This is an optimization exercise on Yosys and OpenROAD, whose aim is small area, a short achievable clock period and few clock cycles, not a production implementation. At most, simulation tests tie the RTL to the original design; equivalence was not proved. Power is estimated from default activity; no workload was simulated.

==> module shifter, before the edit <==
module shifter (in, shift, sout);
    input [15:0] in;
    input [1:0] shift;
    output [15:0] sout;
    wire [3:0] oh;    
    assign oh = {shift == 2'b11, shift[1], shift == 2'b01, shift == 2'b00};
    shmux m(.oh(oh), .in(in), .sout(sout));
endmodule
==> module shmux, before the edit <==
module shmux(oh, in, sout);
    input [3:0] oh;
    input [15:0] in;
    output [15:0] sout;
    wire [16:0] up = {1'b0, in};           
    wire [15:0] dn = {in[14:0], 1'b0};     
    assign sout = ({16{oh[0]}} & in) | ({16{oh[1]}} & dn) | ({16{oh[2]}} & up[16:1]) |
                  ({oh[3] & in[15], 15'b0});
endmodule
==> module readport, before the edit <==
module readport(sel, d0, d1, d2, d3, d4, d5, d6, d7, q);
    input [2:0] sel;
    input [15:0] d0, d1, d2, d3, d4, d5, d6, d7;
    output [15:0] q;
    wire [7:0] oh;
    dec3to8 dec(.sel(sel), .oh(oh));
    ohmux om(.oh(oh), .d0(d0), .d1(d1), .d2(d2), .d3(d3), .d4(d4), .d5(d5), .d6(d6), .d7(d7), .q(q));
endmodule
==> module dec3to8, before the edit <==
module dec3to8(sel, oh);
    input [2:0] sel;
    output [7:0] oh;
    assign oh = 8'b1 << sel;
endmodule
==> module ohmux, before the edit <==
module ohmux(oh, d0, d1, d2, d3, d4, d5, d6, d7, q);
    input [7:0] oh;
    input [15:0] d0, d1, d2, d3, d4, d5, d6, d7;
    output [15:0] q;
    assign q = ({16{oh[0]}} & d0) | ({16{oh[1]}} & d1) | ({16{oh[2]}} & d2) | ({16{oh[3]}} & d3) |
               ({16{oh[4]}} & d4) | ({16{oh[5]}} & d5) | ({16{oh[6]}} & d6) | ({16{oh[7]}} & d7);
endmodule
Settings: LEC_CHECK=0, CAP_MARGIN=20, CORE_MARGIN=2, CORE_UTILIZATION=40, CTS_CLUSTER_DIAMETER=120, CTS_CLUSTER_SIZE=25, SETUP_SLACK_MARGIN=2.0, SLEW_MARGIN=20, SYNTH_HIERARCHICAL=1, SYNTH_MINIMUM_KEEP_SIZE=0; clock period 5.5 ns.
standard.sh (not shown) runs the stock make flow with config.mk's settings and CLKGATE_MAP_FILE= SYNTH_SCRIPT=/design/flow/synth_recipe.tcl, a recipe that flattens the netlist after the stock synthesis.
==> flow/flow/run.sh <==
#!/bin/bash
# Standard synthesis, then the standard layout with port buffers of a
# stronger cell and sizing not held to each cell's footprint.
set -euo pipefail
bash standard.sh synth > synth.log 2>&1
bash standard.sh MATCH_CELL_FOOTPRINT=0 'BUFFER_PORTS_ARGS=-buffer_cell sky130_fd_sc_hd__buf_4' finish > layout.log 2>&1
The baseline ran to the end with no violations.
Then changed:
--- a/flow/design.v
+++ b/flow/design.v
@@ -128,16 +128,13 @@
     input [1:0] shift;
     output [15:0] sout;
-    wire [3:0] oh;    
-    assign oh = {shift == 2'b11, shift[1], shift == 2'b01, shift == 2'b00};
-    shmux m(.oh(oh), .in(in), .sout(sout));
-endmodule
-module shmux(oh, in, sout);
-    input [3:0] oh;
-    input [15:0] in;
-    output [15:0] sout;
-    wire [16:0] up = {1'b0, in};           
-    wire [15:0] dn = {in[14:0], 1'b0};     
-    assign sout = ({16{oh[0]}} & in) | ({16{oh[1]}} & dn) | ({16{oh[2]}} & up[16:1]) |
-                  ({oh[3] & in[15], 15'b0});
+    reg [15:0] sout;
+    always @(*) begin
+        case (shift)
+            2'b00: sout = in;                   
+            2'b01: sout = {in[14:0], 1'b0};     
+            2'b10: sout = {1'b0, in[15:1]};     
+            default: sout = {in[15], in[15:1]};  
+        endcase
+    end
 endmodule
 module regfile(we, wa, wd, r0, r1, r2, r3, r4, r5, r6, r7, n0, n1, n2, n3, n4, n5, n6, n7);
@@ -160,19 +157,17 @@
     input [15:0] d0, d1, d2, d3, d4, d5, d6, d7;
     output [15:0] q;
-    wire [7:0] oh;
-    dec3to8 dec(.sel(sel), .oh(oh));
-    ohmux om(.oh(oh), .d0(d0), .d1(d1), .d2(d2), .d3(d3), .d4(d4), .d5(d5), .d6(d6), .d7(d7), .q(q));
-endmodule
-module dec3to8(sel, oh);
-    input [2:0] sel;
-    output [7:0] oh;
-    assign oh = 8'b1 << sel;
-endmodule
-module ohmux(oh, d0, d1, d2, d3, d4, d5, d6, d7, q);
-    input [7:0] oh;
-    input [15:0] d0, d1, d2, d3, d4, d5, d6, d7;
-    output [15:0] q;
-    assign q = ({16{oh[0]}} & d0) | ({16{oh[1]}} & d1) | ({16{oh[2]}} & d2) | ({16{oh[3]}} & d3) |
-               ({16{oh[4]}} & d4) | ({16{oh[5]}} & d5) | ({16{oh[6]}} & d6) | ({16{oh[7]}} & d7);
+    reg [15:0] q;
+    always @(*) begin
+        case (sel)
+            3'd0: q = d0;
+            3'd1: q = d1;
+            3'd2: q = d2;
+            3'd3: q = d3;
+            3'd4: q = d4;
+            3'd5: q = d5;
+            3'd6: q = d6;
+            default: q = d7;
+        endcase
+    end
 endmodule
 module instruction_decoder(ins, start, wr, wc, cmp, ci, arith, andop, movi, inv, rd);
Result: Worst hold slack is better by 0.0070 ns. First-iteration DRC count goes down by a quarter to a third. Critical path depth does not change. Clock power drops slightly. Clock-buffer cell count stays the same.
Function was not checked in any run of this note: the RTL went through the layout flow alone.

---

Another version of the RTL of cpu (not shown whole).
Size in the first run: ~11000 um2 of cells after synthesis.
Settings: LEC_CHECK=0, CAP_MARGIN=20, CORE_MARGIN=2, CORE_UTILIZATION=40, CTS_CLUSTER_DIAMETER=120, CTS_CLUSTER_SIZE=25, SETUP_SLACK_MARGIN=2.0, SLEW_MARGIN=20, SYNTH_HIERARCHICAL=1, SYNTH_MINIMUM_KEEP_SIZE=0; clock period 5.5 ns.
Scripts as last shown in full above: flow/flow/run.sh
Testbench counts at the start, summed over its fixed seeds: cycles 6,000.
==> next run, changes <==
--- a/flow/design.v
+++ b/flow/design.v
@@ -157,7 +157,11 @@
     input [15:0] d0, d1, d2, d3, d4, d5, d6, d7;
     output [15:0] q;
-    wire [7:0] oh;
-    dec3to8 dec(.sel(sel), .oh(oh));
-    ohmux om(.oh(oh), .d0(d0), .d1(d1), .d2(d2), .d3(d3), .d4(d4), .d5(d5), .d6(d6), .d7(d7), .q(q));
+    wire [7:0] ohl, ohh;
+    dec3to8 decl(.sel(sel), .oh(ohl));
+    dec3to8 dech(.sel(sel), .oh(ohh));
+    ohmux oml(.oh(ohl), .d0(d0[7:0]), .d1(d1[7:0]), .d2(d2[7:0]), .d3(d3[7:0]),
+              .d4(d4[7:0]), .d5(d5[7:0]), .d6(d6[7:0]), .d7(d7[7:0]), .q(q[7:0]));
+    ohmux omh(.oh(ohh), .d0(d0[15:8]), .d1(d1[15:8]), .d2(d2[15:8]), .d3(d3[15:8]),
+              .d4(d4[15:8]), .d5(d5[15:8]), .d6(d6[15:8]), .d7(d7[15:8]), .q(q[15:8]));
 endmodule
 module dec3to8(sel, oh);
@@ -168,8 +172,8 @@
 module ohmux(oh, d0, d1, d2, d3, d4, d5, d6, d7, q);
     input [7:0] oh;
-    input [15:0] d0, d1, d2, d3, d4, d5, d6, d7;
-    output [15:0] q;
-    assign q = ({16{oh[0]}} & d0) | ({16{oh[1]}} & d1) | ({16{oh[2]}} & d2) | ({16{oh[3]}} & d3) |
-               ({16{oh[4]}} & d4) | ({16{oh[5]}} & d5) | ({16{oh[6]}} & d6) | ({16{oh[7]}} & d7);
+    input [7:0] d0, d1, d2, d3, d4, d5, d6, d7;
+    output [7:0] q;
+    assign q = ({8{oh[0]}} & d0) | ({8{oh[1]}} & d1) | ({8{oh[2]}} & d2) | ({8{oh[3]}} & d3) |
+               ({8{oh[4]}} & d4) | ({8{oh[5]}} & d5) | ({8{oh[6]}} & d6) | ({8{oh[7]}} & d7);
 endmodule
 module instruction_decoder(ins, start, wr, wc, cmp, ci, arith, andop, movi, inv, rd);
Result:
- The new run went through all stages and came out clean
- sequential share of layout area falls by 0.52 points
- utilization goes up by 0.36 points
- power goes up slightly
- register-to-register slack is worse by 40 ps
- clock-buffer cell count rises by 1
- routed wire length rose by a few percent
- clock skew fell by 3.6 ps
- cell area goes up slightly
- clock power goes up slightly
- hold slack improved by 17 ps
No functional check of the RTL was part of the second run of this note.

-- afterwards: timing with drivers on the ports --
How much do the figures lean on ideal ports? The routed layouts below were timed once more, with nothing changed but the port constraints. Step 1 (the two cells are an assumption about what drives the block):
set clk [get_ports {clk}]
set_driving_cell -lib_cell sky130_fd_sc_hd__clkbuf_16 $clk
set_driving_cell -lib_cell sky130_fd_sc_hd__buf_2 [delete_from_list [all_inputs] $clk]
Step 2, shift: input delay + t, output delay - t, t = (earliest + latest rising clock arrival at the registers) / 2. This alone moves slack from input paths to output paths. a / b / c = ideal / step 1 / step 2; a / b = the first two.
| run | shift t [ns] | setup slack, ns | hold WS [ns] | worst setup path after step 2 | cell pins on the clock port's net |
|---|---|---|---|---|---|
| the first run of note 1 | 0.516 | 2.087 / 2.039 / 1.868 | 0.458 / 0.458 / 0.458 | input to register | 1 |
| the second run of note 1 | 0.507 | 2.093 / 2.051 / 1.684 | 0.465 / 0.465 / 0.465 | input to register | 1 |
| the first run of note 2 | 0.518 | 2.169 / 2.121 / 1.941 | 0.457 / 0.457 / 0.457 | input to register | 1 |
| the second run of note 2 | 0.516 | 2.070 / 2.024 / 1.950 | 0.473 / 0.473 / 0.473 | input to register | 1 |
After both steps every run listed still meets setup and hold. For the second run of note 1, which loses most, drivers alone change the setup slack by -0.042 ns; drivers and shift together by -0.409 ns.
